Context: an optimization exercise on an open-source flow, tuned for small area. The choices shown serve that exercise and are no tape-out recipe. Only simulation tests tie the RTL to the original design; equivalence was not proved. Power and IR drop assume default switching activity.

// smart_pill_box
module smart_pill_box(
	input              clk,
	input              rst_n,
	input      [4:1]   c,
	output     [4:1]   r,
	output             lcd_rs,
	output             lcd_rw,
	output             lcd_en,
	output     [7:0]   lcd_data,
	output             beep,
	output     [7:0]   row,
	output     [7:0]   r_col,
	output     [7:0]   g_col
	);
wire [3:0]  kcode;
wire        kev;
wire [1:0]  mode, index;
wire [19:0] xd;
wire        xd_bl, xd_on;
wire [2:0]  rstate;
wire        gstate;
wire        alarm_ctl;
wire [127:0] codes;
scankeyboard_debounce scankeyboard_debounce_inst(
	.clk(clk), .rst_n(rst_n), .r(r), .c(c), .kcode(kcode), .kev(kev));
smart_pill_box_ctl smart_pill_box_ctl_inst(
	.clk(clk), .rst_n(rst_n), .kcode(kcode), .kev(kev),
	.mode(mode), .index(index), .xd(xd), .xd_bl(xd_bl), .xd_on(xd_on),
	.rstate(rstate), .gstate(gstate), .alarm_ctl(alarm_ctl));
lattic lattic_inst(
	.clk(clk), .rst_n(rst_n), .rstate(rstate), .gstate(gstate),
	.alarm_ctl(alarm_ctl), .row(row), .r_col(r_col), .g_col(g_col), .beep(beep));
lcd1602_display lcd1602_display_inst(
	.mode(mode), .index(index), .xd(xd), .xd_bl(xd_bl), .xd_on(xd_on),
	.codes(codes));
lcd1602_driver lcd1602_driver_inst(
	.clk(clk), .rst_n(rst_n), .codes(codes), .lcd_rs(lcd_rs), .lcd_rw(lcd_rw), .lcd_en(lcd_en),
	.lcd_data(lcd_data));
endmodule
Size: about 2200 cells after synthesis.
Settings: LEC_CHECK=0, ABC_AREA=1, CAP_MARGIN=20, CORE_MARGIN=2, CORE_UTILIZATION=60, CTS_BUF_LIST=sky130_fd_sc_hd__clkbuf_16, CTS_CLUSTER_DIAMETER=80, CTS_CLUSTER_SIZE=24, SLEW_MARGIN=20; clock period 12.0 ns.
standard.sh (not shown) runs the stock make flow with config.mk's settings and CLKGATE_MAP_FILE= SYNTH_SCRIPT=/design/flow/synth_recipe.tcl, a recipe that flattens the netlist after the stock synthesis.
==> flow/flow/run.sh <==
#!/bin/bash
# Layout flow: the standard synthesis, then the combinational logic of
# that netlist is mapped again with a stronger ABC script (the registers,
# their names and cell types are kept as they are), then the standard
# layout from floorplan to finish on the new netlist.
set -euo pipefail
W=$(pwd)
F=$W/flow
R=$W/orfs/results/$FLOW_PLATFORM/smart_pill_box/base
LIB=$FLOW_HOME/platforms/sky130hd/lib/sky130_fd_sc_hd__tt_025C_1v80.lib

bash standard.sh synth > $W/synth.log 2>&1

cp $R/1_2_yosys.v $W/std_synth.v
# register cell types of the standard synthesis, kept as black boxes
FLOPS=$(grep -o 'sky130_fd_sc_hd__[a-z0-9_]*' $W/std_synth.v | sort -u | grep -E '__(df|sdf|edf|dl)' | tr '\n' ' ')
DONT_USE=$(sed -n '/DONT_USE_CELLS/,/^$/p' $FLOW_HOME/platforms/sky130hd/config.mk | tr -d '\\' | tr ' \t' '\n\n' | grep '^sky130' | sed 's/^/-dont_use /' | tr '\n' ' ')
cat > $W/remap.ys <<EOT
read_liberty -ignore_miss_func $LIB
read_verilog $W/std_synth.v
hierarchy -top $FLOW_TOP
setattr -mod -set keep_hierarchy 1 $FLOPS
flatten
opt_clean
tee -o $W/remap_before.txt stat -liberty $LIB
abc -liberty $LIB $DONT_USE -script $F/remap.abc
opt_clean -purge
splitnets
opt_clean -purge
hilomap -singleton -hicell sky130_fd_sc_hd__conb_1 HI -locell sky130_fd_sc_hd__conb_1 LO
insbuf -buf sky130_fd_sc_hd__buf_4 A X
select $FLOW_TOP
tee -o $W/remap_after.txt stat -liberty $LIB
write_verilog -noattr -nohex -nodec -selected $W/remapped.v
EOT
yosys -s $W/remap.ys > $W/remap.log 2>&1

cp $W/remapped.v $R/1_2_yosys.v
rm -f $R/1_synth.odb $R/1_synth.sdc
bash standard.sh finish > $W/finish.log 2>&1
==> flow/flow/remap.abc <==
strash
&get -n
&fraig -x
&deepsyn -T 60
&put
strash
&get -n
&dch -f
&nf -a -R 1000
&put
strash
&get -n
&dch -f
&nf -a -R 1000
&put
Rerun with:
==> flow/flow/remap.abc (replaced) <==
strash
&get -n
&fraig -x
&put
scorr
dc2
strash
&get -n
&dch -f
&nf -a -R 1000
&put
strash
&get -n
&dch -f
&nf -a -R 1000
&put
- CORE_UTILIZATION: 60 -> 50
- CTS_BUF_LIST: sky130_fd_sc_hd__clkbuf_16 -> sky130_fd_sc_hd__clkbuf_8
- CTS_CLUSTER_DIAMETER: 80 -> 60
- CTS_CLUSTER_SIZE: 24 -> 16
- The changed run produced a clean layout
- power rises by a little under a tenth
- first-iteration DRC count came out lower by a few percent
- wire length rises by roughly a tenth
Rerun with:
==> flow/flow/remap.abc (replaced) <==
strash
&get -n
&fraig -x
&deepsyn -T 60
&put
strash
&get -n
&dch -f
&nf -a -R 1000
&put
strash
&get -n
&dch -f
&nf -a -R 1000
&put
- GPL_TIMING_DRIVEN: unset -> 0
Outcome: Worst setup slack is worse by 1.5 ns. Total power decreases by 2.9%. Non-clock buffer count decreases by 2. Synthesized cell count decreases by 4.2%. Final cell count decreases by 3.5%. Die area decreases by 2.7%. Final area decreases by 1.3%. Clock skew decreases by 0.016 ns. Via count decreases by 3.8%. Clock-buffer cell count decreases by 1. Global-route usage decreases by 3.4 points.
Rerun with:
- CTS_BUF_LIST: sky130_fd_sc_hd__clkbuf_8 -> sky130_fd_sc_hd__clkbuf_16
- CTS_CLUSTER_DIAMETER: 60 -> 80
- CTS_CLUSTER_SIZE: 16 -> 24
- GPL_TIMING_DRIVEN: 0 -> unset
What happened: Register-to-register slack gains 1.1 ns. Utilization came out lower by 0.78 points. Power is about the same. Clock power came out higher by about 3.7%. Via count stays flat. Synthesized cell count is unchanged. Setup slack gains 1.1 ns. Global-route usage came out higher by 0.94 points.
Rerun with:
--- a/flow/flow/run.sh
+++ b/flow/flow/run.sh
@@ -3,5 +3,7 @@
 # that netlist is mapped again with a stronger ABC script (the registers,
 # their names and cell types are kept as they are), then the standard
-# layout from floorplan to finish on the new netlist.
+# layout from floorplan to finish on the new netlist. Clock tree synthesis
+# takes its options from flow/cts_args (ORFS's CTS_ARGS) and port buffering
+# from flow/buffer_ports_args (ORFS's BUFFER_PORTS_ARGS) when they exist.
 set -euo pipefail
 W=$(pwd)
@@ -38,3 +40,9 @@
 cp $W/remapped.v $R/1_2_yosys.v
 rm -f $R/1_synth.odb $R/1_synth.sdc
+if [[ -f $F/cts_args ]]; then
+  export CTS_ARGS="$(cat $F/cts_args)"
+fi
+if [[ -f $F/buffer_ports_args ]]; then
+  export BUFFER_PORTS_ARGS="$(cat $F/buffer_ports_args)"
+fi
 bash standard.sh finish > $W/finish.log 2>&1
==> flow/flow/cts_args (new file) <==
-sink_clustering_enable -repair_clock_nets -sink_clustering_size 24 -sink_clustering_max_diameter 80 -buf_list sky130_fd_sc_hd__clkbuf_16 -dont_use_dummy_load
- CORE_UTILIZATION: 50 -> 60
Power fell by a little under a tenth.
Worst hold slack gets better by 0.027 ns.
First-iteration DRC count came out higher by a quarter to a third.
Sequential power stays flat.
Rerun with:
--- a/flow/flow/run.sh
+++ b/flow/flow/run.sh
@@ -4,6 +4,5 @@
 # their names and cell types are kept as they are), then the standard
 # layout from floorplan to finish on the new netlist. Clock tree synthesis
-# takes its options from flow/cts_args (ORFS's CTS_ARGS) and port buffering
-# from flow/buffer_ports_args (ORFS's BUFFER_PORTS_ARGS) when they exist.
+# takes its options from flow/cts_args (ORFS's CTS_ARGS) when that exists.
 set -euo pipefail
 W=$(pwd)
@@ -43,6 +42,3 @@
   export CTS_ARGS="$(cat $F/cts_args)"
 fi
-if [[ -f $F/buffer_ports_args ]]; then
-  export BUFFER_PORTS_ARGS="$(cat $F/buffer_ports_args)"
-fi
 bash standard.sh finish > $W/finish.log 2>&1
==> flow/flow/cts_args (replaced) <==
-sink_clustering_enable -repair_clock_nets -sink_clustering_size 24 -sink_clustering_max_diameter 80 -buf_list sky130_fd_sc_hd__clkbuf_16 -tree_buf sky130_fd_sc_hd__clkbuf_8 -dont_use_dummy_load
After rerunning: Global-route usage is unchanged; wire length is unchanged; first-iteration DRC count does not change; combinational power barely changes.

-- port drivers added, routing unchanged --
How much do the figures lean on ideal ports? The routed layouts below were timed once more, with nothing changed but the port constraints. Step 1 (the two cells are an assumption about what drives the block):
set clk [get_ports {clk}]
set_driving_cell -lib_cell sky130_fd_sc_hd__clkbuf_16 $clk
set_driving_cell -lib_cell sky130_fd_sc_hd__buf_2 [delete_from_list [all_inputs] $clk]
Step 2 times the ports against the registers' clock, not the clock port: input delays grow and output delays shrink by t, the midpoint of the rising clock arrivals with the driver on. Three values: no drivers, after step 1, after step 2; two values: the first two.
| run | t, ns | setup slack, ns | worst setup path after step 2 | pins driven straight from the clock port |
|---|---|---|---|---|
| the first run | 0.609 | 6.238 / 6.238 / 6.238 | register to register | 1 |
| the second run | 0.696 | 6.603 / 6.603 / 6.603 | register to register | 1 |
| the third run | 0.681 | 5.064 / 5.064 / 5.064 | register to register | 1 |
| the fourth run | 0.639 | 6.126 / 6.126 / 6.126 | register to register | 1 |
| the fifth run | 0.591 | 6.319 / 6.319 / 6.319 | register to register | 1 |
| the sixth run | 0.591 | 6.319 / 6.319 / 6.319 | register to register | 1 |
After both steps setup and hold are still met in every run listed.
